This design comes from an exercise in tuning for small area, a short achievable clock period and few clock cycles on the open sky130 flow, not from production work.
Only the layout flow was run in this run; the RTL was not checked for function there.
Power is estimated from default activity; no workload was simulated.

### flow/config.mk
export PLATFORM = sky130hd
export DESIGN_NAME = cpu
export DESIGN_NICKNAME = cpu
export VERILOG_FILES = /design/flow/design.v
export SDC_FILE = /design/flow/constraint.sdc
export NUM_CORES = 4
export LEC_CHECK = 0
export CAP_MARGIN = 20
export CORE_MARGIN = 2
export CORE_UTILIZATION = 40
export CTS_BUF_LIST = sky130_fd_sc_hd__clkbuf_4 sky130_fd_sc_hd__clkbuf_8
export CTS_CLUSTER_SIZE = 30
export SLEW_MARGIN = 20
export SYNTH_HIERARCHICAL = 1
export TNS_END_PERCENT = 100
### flow/constraint.sdc
create_clock -name core_clock -period 10.0 [get_ports {clk}]
set_input_delay 2.0000 -clock core_clock [delete_from_list [all_inputs] [get_ports {clk}]]
set_output_delay 2.0000 -clock core_clock [all_outputs]
set_load 0.01 [all_outputs]
### flow/design.v
module pgcalc(a, bm, sh, andi, inv, cin, p, g, g0, b15);
  input [15:0] a, bm;
  input [1:0] sh;
  input andi, inv, cin;
  output [15:0] p, g;
  output g0, b15;
  wire s0 = ~sh[1] & ~sh[0];    
  wire sl = ~sh[1] &  sh[0];    
  wire sr =  sh[1];             
  wire sa =  sh[1] &  sh[0];    
  wire [15:0] nb;
  aoi222 sft(bm, {bm[14:0], 1'b0}, {sa & bm[15], bm[15:1]}, s0, sl, sr, nb);
  pgbits pgb(a, nb, andi, inv, cin, p, g);
  assign g0 = g[0];
  assign b15 = ~nb[15];
endmodule
module pgbits(a, nb, andi, inv, cin, p, g);
  input [15:0] a, nb;
  input andi, inv, cin;
  output [15:0] p, g;
  wire [15:0] bi = ~(nb ^ {16{inv}});
  wire [15:0] x  = a ^ bi;
  wire [15:0] y  = a & bi;
  assign p = andi ? y : x;
  assign g = andi ? 16'd0 : {y[15:1], y[0] | (x[0] & cin)};
endmodule
module adder_carries(p, g, cy);
  input [15:0] p, g;
  output [15:1] cy;
  wire [7:1] g1n, p1n;
  hc_pair l1(g[15:1], p[15:1], g1n, p1n);
  wire [7:0] g1nx = {g1n, ~g[0]};           
  wire [7:1] g2;
  wire [7:2] p2;
  hc_oai1 l2(g1nx, p1n, g2, p2);
  wire [7:0] g2x = {g2, g[0]};              
  wire [7:2] g3n;
  wire [7:4] p3n;
  hc_aoi2 l3(g2x, p2, g3n, p3n);
  wire [7:0] g3nx = {g3n, ~g2[1], g1nx[0]};  
  wire [7:4] g4;
  hc_oai4 l4(g3nx, p3n, g4);
  wire [7:0] ge = {g4, ~g3n[3:2], g2x[1:0]};  
  wire [7:0] go;
  hc_odd l5(g, p, ge, go);
  assign cy = {ge[7], go[6], ge[6], go[5], ge[5], go[4], ge[4], go[3],
               ge[3], go[2], ge[2], go[1], ge[1], go[0], ge[0]};
endmodule
module hc_pair(g, p, gn, pn);
  input [15:1] g, p;
  output [7:1] gn, pn;
  genvar j;
  generate
    for (j = 1; j < 8; j = j + 1) begin : b
      assign gn[j] = ~(g[2*j] | (p[2*j] & g[2*j-1]));
      assign pn[j] = ~(p[2*j] & p[2*j-1]);
    end
  endgenerate
endmodule
module hc_oai1(gn, pn, g, p);
  input [7:0] gn;
  input [7:1] pn;
  output [7:1] g;
  output [7:2] p;
  genvar j;
  generate
    for (j = 1; j < 8; j = j + 1) begin : b
      assign g[j] = ~(gn[j] & (pn[j] | gn[j-1]));
      if (j >= 2) begin : q
        assign p[j] = ~(pn[j] | pn[j-1]);
      end
    end
  endgenerate
endmodule
module hc_aoi2(g, p, gn, pn);
  input [7:0] g;
  input [7:2] p;
  output [7:2] gn;
  output [7:4] pn;
  genvar j;
  generate
    for (j = 2; j < 8; j = j + 1) begin : b
      assign gn[j] = ~(g[j] | (p[j] & g[j-2]));
      if (j >= 4) begin : q
        assign pn[j] = ~(p[j] & p[j-2]);
      end
    end
  endgenerate
endmodule
module hc_oai4(gn, pn, g);
  input [7:0] gn;
  input [7:4] pn;
  output [7:4] g;
  genvar j;
  generate
    for (j = 4; j < 8; j = j + 1) begin : b
      assign g[j] = ~(gn[j] & (pn[j] | gn[j-4]));
    end
  endgenerate
endmodule
module hc_odd(g, p, ge, go);
  input [15:0] g, p;
  input [7:0] ge;
  output [7:0] go;
  genvar j;
  generate
    for (j = 0; j < 7; j = j + 1) begin : b
      assign go[j] = g[2*j+1] | (p[2*j+1] & ge[j]);
    end
  endgenerate
  assign go[7] = 1'b0;    
endmodule
module cpu(clk,reset,s,load,in,out,N,V,Z,w);
  input clk, reset, s, load;
  input [15:0] in;
  output [15:0] out;
  output N, V, Z, w;
  reg [13:0] ir;
  wire [13:0] e = load ? {in[14], in[12:0]} : ir;
  always @(posedge clk)
    ir <= e;
  wire       movg = e[13];           
  wire [1:0] op   = e[12:11];        
  wire       movi = movg &  op[1];   
  wire       cmp  = ~movg & ~op[1] &  op[0];
  wire       andi = ~movg &  op[1] & ~op[0];
  wire       inv  = ~movg &  op[0];            
  wire       usea = ~movg & ~(op[1] & op[0]);  
  wire [2:0] rn = e[10:8];
  wire [1:0] sh = e[4:3];
  wire [2:0] rm = e[2:0];
  wire go = s & ~reset;
  reg pend;
  reg [15:0] r0, r1, r2, r3, r4, r5, r6, r7;
  wire [15:0] sum;
  wire        wmovi = ir[13] & ir[12];
  wire [15:0] wdata = wmovi ? {{8{ir[7]}}, ir[7:0]} : sum;
  wire [2:0]  wnum  = wmovi ? ir[10:8] : ir[7:5];
  wire [7:0]  wsel  = pend ? (8'd1 << wnum) : 8'd0;
  always @(posedge clk) begin
    pend <= go & ~cmp;
    if (wsel[0]) r0 <= wdata;
    if (wsel[1]) r1 <= wdata;
    if (wsel[2]) r2 <= wdata;
    if (wsel[3]) r3 <= wdata;
    if (wsel[4]) r4 <= wdata;
    if (wsel[5]) r5 <= wdata;
    if (wsel[6]) r6 <= wdata;
    if (wsel[7]) r7 <= wdata;
  end
  wire [127:0] rf = {r7, r6, r5, r4, r3, r2, r1, r0};
  wire [7:0] dn = 8'd1 << rn;
  wire [7:0] dm = 8'd1 << rm;
  wire [7:0] sa = {8{usea}} & dn & ~wsel;
  wire [7:0] sb = dm & ~wsel;
  wire fa = usea & |(dn & wsel);
  wire fb = |(dm & wsel);
  wire [15:0] a, bm;
  rdport pa(rf, wdata, sa, fa, a);
  rdport pb(rf, wdata, sb, fb, bm);
  wire [15:0] pn, gn;
  wire g0n, b15;
  pgcalc pg(a, bm, sh, andi, inv, cmp, pn, gn, g0n, b15);
  reg [15:0] p, g;
  reg vpre;
  reg cw, cf;
  always @(posedge clk) begin
    p    <= pn;
    g    <= {gn[15:1], g0n};
    vpre <= a[15] & b15;
    cw   <= go & ~cmp & ~movi;
    cf   <= go & cmp;
  end
  wire [15:0] cy;    
  adder_carries ac(p, g, cy[15:1]);
  assign cy[0] = cf;    
  assign sum = p ^ cy;
  wire [2:0] nvz = {sum[15], vpre & ~sum[15], &p};
  reg [15:0] c;
  reg [2:0]  st;
  always @(posedge clk) begin
    if (cw) c <= sum;
    if (cf) st <= nvz;
  end
  assign out = cw ? sum : c;
  assign {N, V, Z} = cf ? nvz : st;
  assign w = 1'b1;
endmodule
module rdport(rf, fw, sel, fsel, q);
  input [127:0] rf;
  input [15:0] fw;
  input [7:0] sel;
  input fsel;
  output [15:0] q;
  wire [15:0] n0, n1, n2;
  aoi222 g0(rf[15:0],    rf[31:16],   rf[47:32],   sel[0], sel[1], sel[2], n0);
  aoi222 g1(rf[63:48],   rf[79:64],   rf[95:80],   sel[3], sel[4], sel[5], n1);
  aoi222 g2(rf[111:96],  rf[127:112], fw,          sel[6], sel[7], fsel,   n2);
  assign q = ~(n0 & n1 & n2);
endmodule
module aoi222(d0, d1, d2, s0, s1, s2, q);
  input [15:0] d0, d1, d2;
  input s0, s1, s2;
  output [15:0] q;
  assign q = ~(({16{s0}} & d0) | ({16{s1}} & d1) | ({16{s2}} & d2));
endmodule
### flow/flow/run.sh
#!/bin/bash
# Layout: the standard ORFS flow (standard.sh: unchanged synthesis,
# floorplan, power grid, placement, CTS and routing), with two settings
# beyond config.mk's list:
#  - the port buffers that global placement inserts are buf_2 cells
#    (buffer_ports otherwise picks a slow delay buffer);
#  - repair_timing aims at MARGIN ns of setup slack.
# The clock, the constraints and the checks are unchanged.
set -euo pipefail
MARGIN=${MARGIN:-5.5}
bash standard.sh "BUFFER_PORTS_ARGS=-buffer_cell sky130_fd_sc_hd__buf_2" \
  "SETUP_SLACK_MARGIN=$MARGIN" finish > orfs_make.log 2>&1
### flow/standard.sh
#!/bin/bash
# synth_recipe.tcl (not shown) runs the flow's synth.tcl, then flattens the netlist and writes it again
# the make line also repeats each setting of config.mk as NAME=value (left out here)
make -C /OpenROAD-flow-scripts/flow DESIGN_CONFIG=/design/flow/config.mk WORK_HOME=/design/flow/orfs CLKGATE_MAP_FILE= SYNTH_SCRIPT=/design/flow/synth_recipe.tcl "${@:-finish}"
==> results.yml <==
synthesis:
  yosysWarnings: 7
  synth.cell_area_sq_um: 8870
  syn_avg_cell_area_sq_um: 12.9
  synthCells: 685
  postSynthNetCount: 721
global_route:
  grt_max_degree: 33
  grt_pass1_vias: 6433
  grt_first_pass_wirelength_um: 37300
  grt_antenna_before_repair: 0
  grt_overflow_total: 0
  track_usage_pct: 21.0
floorplan:
  row_count: 54
  die_area_sq_um: 23400
  die_w_um: 153
  die_y_um: 153
  io_pins: 40
  initial_core_util_pct: 40.6
  core_area_sq_um: 21800
drt:
  vias: 6554
  firstDrtPassIters: 11
  vias_per_cell: 6.31
  ant_nets: 0
  drt-initial-drc-count: 1381
  drt_wl_total_um: 24900
  post_drt_wl_per_cell_um: 23.9
  drc: 0
critical_path:
  endpoint_kind: "flip-flop"
  worstPathArrival_ps: 4810
  crit_fanout: 16
  crit_required_ps: 10360
  worstSetupStartpointType: "primary input"
  crit_type: "primary input to flip-flop"
finish:
  area_growth_pct: 13.7
  drive_above_1_share_pct: 23.6
  finalNonFillerCells: 1039
  finish.utilization_pct: 46.2
  nets: 782
  num_antenna_cells: 0
  postLayoutCellArea_sq_um: 10100
cts:
  ctsHoldBuffers: 0
  clkTransAtPathRegs_ps: 100
  clockRootBuffer: "clkbuf_8"
  clock_latency_ps: 480
  clk_path_buf_depth: 2
  cts_tree: "done"
  cts_buffers: 17
  htree_levels: 4
  clock_sinks: 196
power_and_ir_drop:
  power_density_nw_per_um2: 226
  vdd_drop_max_v: 0.0000796
  power_leakage_nw: 3.56
  power_mw: 2.28
placement:
  gp_congestion: 0.880
  io_buffers: 36
  dp.cells: 988
  hpwl_um: 15700
  dp_slack_ps: 4540
  placed_area_sq_um: 9410
job:
  drv_cap: 0
sta:
  final_hold_viol_count: 0
  worst_slew_pin_slew_ps: 1140
  finalSetupViolCount: 0
  period_needed_ps: 4450
  skew_ps: 14.5
  slew_headroom_pct: 23.7
  postLayoutSetupSlackWorst_ps: 5550
  fin_setup_tns_ps: 0
  final_max_slew_viol_count: 0
  finalCritPeriodShare_pct: 44.5
  whs_ps: 479
  clock.fmax_ghz: 0.225
  rsz0062_at_grt: "true"
status:
  status: "complete, no violations"
worst_hold_path:
  hold_class: "flip-flop to flip-flop"
[critical path, cell delays in order]
cell and delay [ps]:
buf_16 110, buf_4 150, mux2i_4 310, mux4_2 350, nand4b_1 100, o21ai_1 70
o31a_2 510, a222oi_1 370, nand3_1 220, ha_1 340, mux2_2 260
[registers in the layout, summed over array words and instances, names as in the netlist]
| name | count |
|---|---|
| r5 | 16 |
| r7 | 16 |
| r6 | 16 |
| st | 3 |
| r4 | 16 |
| r3 | 16 |
| c | 16 |
| r1 | 16 |
| p | 16 |
| cf | 1 |
| pend | 1 |
| ir | 14 |
| g | 15 |
| r0 | 16 |
| cw | 1 |
| r2 | 16 |
| vpre | 1 |
[layer usage]
metal / GRT usage, % / vias to the layer above / part of all wire [%]
met3: 4.20 / 41 / 10
met4: 8.25 / 0 / 1.9
li1: - / 2957 / -
met2: 33.4 / 364 / 47
met1: 28.3 / 3192 / 41
met5: 0 / - / 0
[what timing repair did]
item,4_1_cts,5_1_grt
cloned,0,1
gates resized for setup,8,7
setup buffers,11,7
setup endpoints to repair,32,20
pin swaps,5,14
[area by class of cell]
cell class	instances	area, sq um
tap	280	350
clock buffer	17	234
fill	1942	11700
timing repair buffer	78	598
inverter	12	45.0
sequential	196	5240
clock inverter	15	144
multi-input combinational	441	3480
[placed cells by master, fill, tap and decap left out, types with 3 or more instances in the layout]
master / n
inv_8: 3
clkbuf_8: 17
ha_1: 16
inv_1: 9
edfxtp_1: 131
buf_4: 36
a21o_1: 7
o21ai_0: 4
clkinv_4: 3
nor2b_1: 18
nand3_1: 33
inv_6: 4
mux2i_4: 5
mux2_2: 23
buf_2: 35
buf_12: 5
nand2_1: 22
inv_2: 3
a21oi_1: 41
a222oi_1: 112
nand4_1: 5
nor3_2: 12
o21ai_1: 10
nor2_1: 43
a21oi_2: 9
nand2b_1: 3
dfxtp_1: 65
nor3_1: 5
xnor2_1: 31
[power by group]
group / leakage, nW / total, mW / switching (mW) / internal (mW)
combinational: 1.64 / 0.662 / 0.422 / 0.239
sequential: 1.73 / 1.14 / 0.0752 / 1.06
clock: 0.190 / 0.486 / 0.302 / 0.184
total: 3.56 / 2.28 / 0.800 / 1.48
[final timing paths]
| path | from | endpoint | slack, ps | depth (start not counted) |
|---|---|---|---|---|
| max reg2reg | ir[12] | p[15] | 5710 | 13 |
| max | load | p[3] | 5550 | 11 |
| min | c[9] | c[9] | 480 | 2 |
| min reg2reg | c[9] | c[9] | 480 | 2 |

==> static timing again, ports no longer ideal <==
How much do the figures lean on ideal ports? The routed layout below was timed once more, with nothing changed but the port constraints. Step 1 assumes that a clkbuf_16 drives the clock port and a buf_2 every other input. Step 2, shift: input delay + t, output delay - t, t = (earliest + latest rising clock arrival at the registers) / 2. This alone moves slack from input paths to output paths. Three values: ideal, step 1, step 2; two values: the first two.
shift t [ns]: 0.510
setup WS [ns]: 5.552 / 5.454 / 4.944
clock arrival spread, ns: 0.015 / 0.015
worst data-port slew with drivers (ns): 0.14
cell pins on the clock port's net: 1
After both steps this run still meets setup and hold. The setup slack of this run moves by -0.098 ns with the drivers and by -0.608 ns with both steps.
